This is an optimization exercise on Yosys and OpenROAD, whose aim is small area, a short achievable clock period and few clock cycles per item, not a production implementation. The RTL was checked by simulation tests, not by an equivalence proof against the original design.

// fft1024
module fft1024
(
    input clk,
    input rst_n,
    input start,
    output reg finish,
    input clear,
    input [31:0] dout0,
    output reg oce0,
    output reg ce0,
    output reg wre0,
    output reg [10:0] ad0,
    output reg [31:0] din0,
    input [31:0] dout1,
    output reg oce1,
    output reg ce1,
    output reg wre1,
    output reg [10:0] ad1,
    output reg [31:0] din1,
    input [15:0] dout_w,
    output reg oce_w,
    output reg ce_w,
    output reg [10:0] ad_w
);
reg run;             
reg ph;              
reg [3:0] s;         
reg [8:0] u;         
reg gap;             
wire        e0_v = run && (s <= 4'd9) && !gap;
wire        e0_x = (s == 4'd9) && !gap;
wire        e0_b = u[0];
wire [7:0]  e0_bi = u[8:1];
reg  [8:0]  e0_mask;    
always @(*) begin
    case (s)
        4'd0: e0_mask = 9'h000;
        4'd1: e0_mask = 9'h001;
        4'd2: e0_mask = 9'h003;
        4'd3: e0_mask = 9'h007;
        4'd4: e0_mask = 9'h00f;
        4'd5: e0_mask = 9'h01f;
        4'd6: e0_mask = 9'h03f;
        4'd7: e0_mask = 9'h07f;
  ...
For scale: roughly 4100 cells after synthesis, roughly 390 flip-flops, about 190 I/O pins.
Settings: LEC_CHECK=0, ABC_AREA=1, CAP_MARGIN=20, CORE_MARGIN=2, CORE_UTILIZATION=40, CTS_CLUSTER_DIAMETER=60, CTS_CLUSTER_SIZE=30, SLEW_MARGIN=20; clock period 16.0 ns.
standard.sh (not shown) runs the stock make flow with config.mk's settings and CLKGATE_MAP_FILE= SYNTH_SCRIPT=/design/flow/synth_recipe.tcl, a recipe that flattens the netlist after the stock synthesis.
==> flow/flow/run.sh <==
#!/bin/bash
set -o pipefail
export BUFFER_PORTS_ARGS="-buffer_cell sky130_fd_sc_hd__buf_2"
cp standard.sh standard_copy.txt 2>/dev/null
bash standard.sh > standard.log 2>&1
The first run finished with timing, DRC and antenna clean.
Testbench counts at the start, summed over its fixed seeds: cycles 122,976, ffts 12.
Change:
- CTS_CLUSTER_DIAMETER: 60 -> unset
- CTS_CLUSTER_SIZE: 30 -> unset
Wire length increases slightly.
Clock-buffer cell count increases by 19.
Design area is about the same.
Core utilization hardly moves.
Change:
- ABC_AREA: 1 -> unset
- CAP_MARGIN: 20 -> 50
- SLEW_MARGIN: 20 -> 75
The changed run finished clean.
Hold slack gains 0.0052 ns.
Cell area goes down by about 0.5%.
Wire length goes down by about 9%.
Sequential share of layout area goes up by 0.21 points.
Clock skew is about the same.
Global-route usage goes down by 1.3 points.
Cell count goes down by about 13%.
Register-to-register slack loses 0.16 ns.
First-iteration DRC count goes down by about 30%.
Die area goes down by 4.2%.
Synthesized area goes down by about 4.3%.
Change:
- ABC_AREA: unset -> 1
- CAP_MARGIN: 50 -> 20
- CTS_CLUSTER_DIAMETER: unset -> 40
- CTS_CLUSTER_SIZE: unset -> 50
- SLEW_MARGIN: 75 -> 20
Result: The changed run went through all stages and came out clean; core utilization drops by 0.62 points; via count went up by 14%; design area goes up by 2.8%; synthesized cell count goes up by 22%; clock skew falls by 0.014 ns; worst setup slack gets better by 0.11 ns; flip-flop and latch count does not change.
Change:
- CTS_CLUSTER_DIAMETER: 40 -> 60
- CTS_CLUSTER_SIZE: 50 -> 80
The new run completed without violations.
Utilization goes down by 1.1 points.
Critical path depth stays the same.
Clock-buffer cell count shrinks by 33.
Maximum frequency shrinks by 0.78%.
Hold slack is about the same.
Via count shrinks by about 0.9%.
Sequential cell count stays the same.

---

run 1:
Another version of the RTL of fft1024 (not shown whole).
Size in the first run: roughly 3800 cells after synthesis, about 370 flip-flops, roughly 0.033 mm² of cells after synthesis.
Settings: LEC_CHECK=0, ABC_AREA=1, CAP_MARGIN=20, CORE_MARGIN=2, CORE_UTILIZATION=60, PLACE_DENSITY=0.7, SLEW_MARGIN=60; clock period 16.0 ns.
Scripts as last shown in full above: flow/flow/run.sh
Testbench counts of run 1, summed over its fixed seeds: cycles 123,000, ffts 12.
What run 2 does differently from run 1 at the input level:
- SLEW_MARGIN now 50, was 60
[summary]
- Compared with run 1, in run 2 combined global-route utilization of all metal layers has remained practically unchanged; minimum period implied by the final worst setup slack flat.
- Run 2 vs run 1, highest layer used for signal routing: met5 vs met4
- Per the comparison of run 2 with run 1, final cycle utilization of the critical path essentially unchanged, share of post-route cells with drive strength above 1 saw a decrease.
- The TritonCTS sink count on run 1 is in line with that on run 2.
Here is what was changed in the inputs of run 3 compared with run 2.
- SLEW_MARGIN: 50 -> 60
- CORE_UTILIZATION: 60 -> 70
- PLACE_DENSITY: 0.7 -> 0.8
## What came out
For run 2, the end point of the critical path was oce0, unlike run 3, where it was mul_a.ci.
Weighted congestion reported at the end of routability-driven placement (run 3 vs. run 2) increases slightly
Diff run 2 -> run 3: via count increased 3.8%, die height decreased about 7%, maximum number of pins on one net before global-route repair increased 9.0%.
Changes observed in run 3 relative to run 2: non-clock buffer area fraction after layout has increased; synthesis-to-layout area growth has increased; first-pass GRT wire length has increased; sequential standard cell area has remained practically unchanged; sequential share of layout area has remained practically unchanged.

---

Setup of run A:
Another version of the RTL of fft1024 (not shown whole).
Size in the first run: about 3,700 cells after synthesis, roughly 390 flip-flops, ~190 I/O pins, roughly 0.035 sq mm of cells after synthesis.
clock: 16.0 ns
lec_check: 0
cap_margin: 20
core_margin: 2
core_utilization: 70
place_density: 0.75
slew_margin: 20
run.sh (not shown) runs the stock make flow with config.mk's settings and CLKGATE_MAP_FILE= SYNTH_SCRIPT=/design/flow/synth_recipe.tcl, a recipe that flattens the netlist after the stock synthesis.
Stock flow here: none of the scripts above is used.
Testbench counts of run A, summed over its fixed seeds: cycles 122,976, ffts 12.
diff inputs: run A => run B
# run A
export LEC_CHECK = 0
export CAP_MARGIN = 20
export CORE_MARGIN = 2
export CORE_UTILIZATION = 70
export PLACE_DENSITY = 0.75
export SLEW_MARGIN = 20
create_clock -name core_clock -period 16.0 [get_ports {clk}]
# run B
export LEC_CHECK = 0
export CAP_MARGIN = 20
export CORE_MARGIN = 2
export CORE_UTILIZATION = 40
export SLEW_MARGIN = 20
create_clock -name core_clock -period 16.0 [get_ports {clk}]
--- outcome ---
- Compared with run A, run B shows a critical path depth that is 15 lower.
- Against run A as the reference, run B delivers a higher number of clock buffers inserted by TritonCTS.
- Diff run A..run B | total number of H-tree levels | unchanged
- Run B against run A: cell area saw an increase, combined area of the multi-input logic cells saw little to no change.
- Comparing run B against run A, there is no change at all in clock-buffer cell count.
For run C, these inputs were changed with respect to run B:
==> flow/flow/run.sh (new file) <==
#!/bin/bash
set -o pipefail
export BUFFER_PORTS_ARGS="-buffer_cell sky130_fd_sc_hd__buf_2"
cp standard.sh standard_copy.txt 2>/dev/null
bash standard.sh > standard.log 2>&1
==> flow/standard.sh (new file) <==
#!/bin/bash
# synth_recipe.tcl (not shown) runs the flow's synth.tcl, then flattens the netlist and writes it again
# the make line also repeats each setting of config.mk as NAME=value (left out here)
make -C /OpenROAD-flow-scripts/flow DESIGN_CONFIG=/design/flow/config.mk WORK_HOME=/design/flow/orfs CLKGATE_MAP_FILE= SYNTH_SCRIPT=/design/flow/synth_recipe.tcl "${@:-finish}"
removed: flow/run.sh
==> run notes <==
- For run B, the category of the critical setup timing path was reg -> out, unlike run C, where it was reg -> reg.
- Sequential cell area share | run C above run B
- Going from run B to run C, total number of cells along the worst setup path grows by 14.
- Delta (run C minus run B): hold slack now sits lower; number of diodes added for antenna fixing went up.
- Changes observed in run C relative to run B: sequential cell area ~0 delta.

-- separate check: timing with driven ports --
In the flow no input, the clock included, has a driving cell. The finished layouts below were timed again as built, in two steps. Step 1 sets driving cells, clkbuf_16 on the clock port and buf_2 on the other inputs (assumed; they add their load-dependent delay and slew). Step 2 also shifts input and output timing later by t, the mid clock arrival at the registers, as if the neighbouring blocks saw the same clock. a / b / c = ideal / step 1 / step 2; a / b = the first two.
run | t, ns | setup WS [ns] | worst setup path after step 2 | slew at the worst register clock pin (ns) | cell pins on the clock port's net
the first run of note 1 | 0.674 | 11.634 / 11.567 / 11.703 | register to register | 0.09 / 0.09 | 1
the second run of note 1 | 0.686 | 11.647 / 11.578 / 11.718 | register to register | 0.07 / 0.07 | 1
the third run of note 1 | 0.665 | 11.563 / 11.562 / 11.563 | register to register | 0.07 / 0.07 | 1
the fourth run of note 1 | 0.687 | 11.668 / 11.598 / 11.692 | register to register | 0.06 / 0.06 | 1
the fifth run of note 1 | 0.674 | 11.634 / 11.567 / 11.703 | register to register | 0.09 / 0.09 | 1
run 1 | 0.641 | 11.700 / 11.646 / 11.700 | register to register | 0.08 / 0.08 | 1
run 2 | 0.631 | 11.703 / 11.641 / 11.706 | register to register | 0.08 / 0.08 | 1
run 3 | 0.621 | 11.698 / 11.650 / 11.698 | register to register | 0.07 / 0.07 | 1
run A | 0.646 | 11.208 / 11.178 / 11.208 | register to register | 0.07 / 0.07 | 1
run B | 0.674 | 11.242 / 11.172 / 11.245 | register to register | 0.07 / 0.07 | 1
run C | 0.670 | 11.304 / 11.304 / 11.304 | register to register | 0.07 / 0.07 | 1
After both steps every run listed still meets setup and hold.
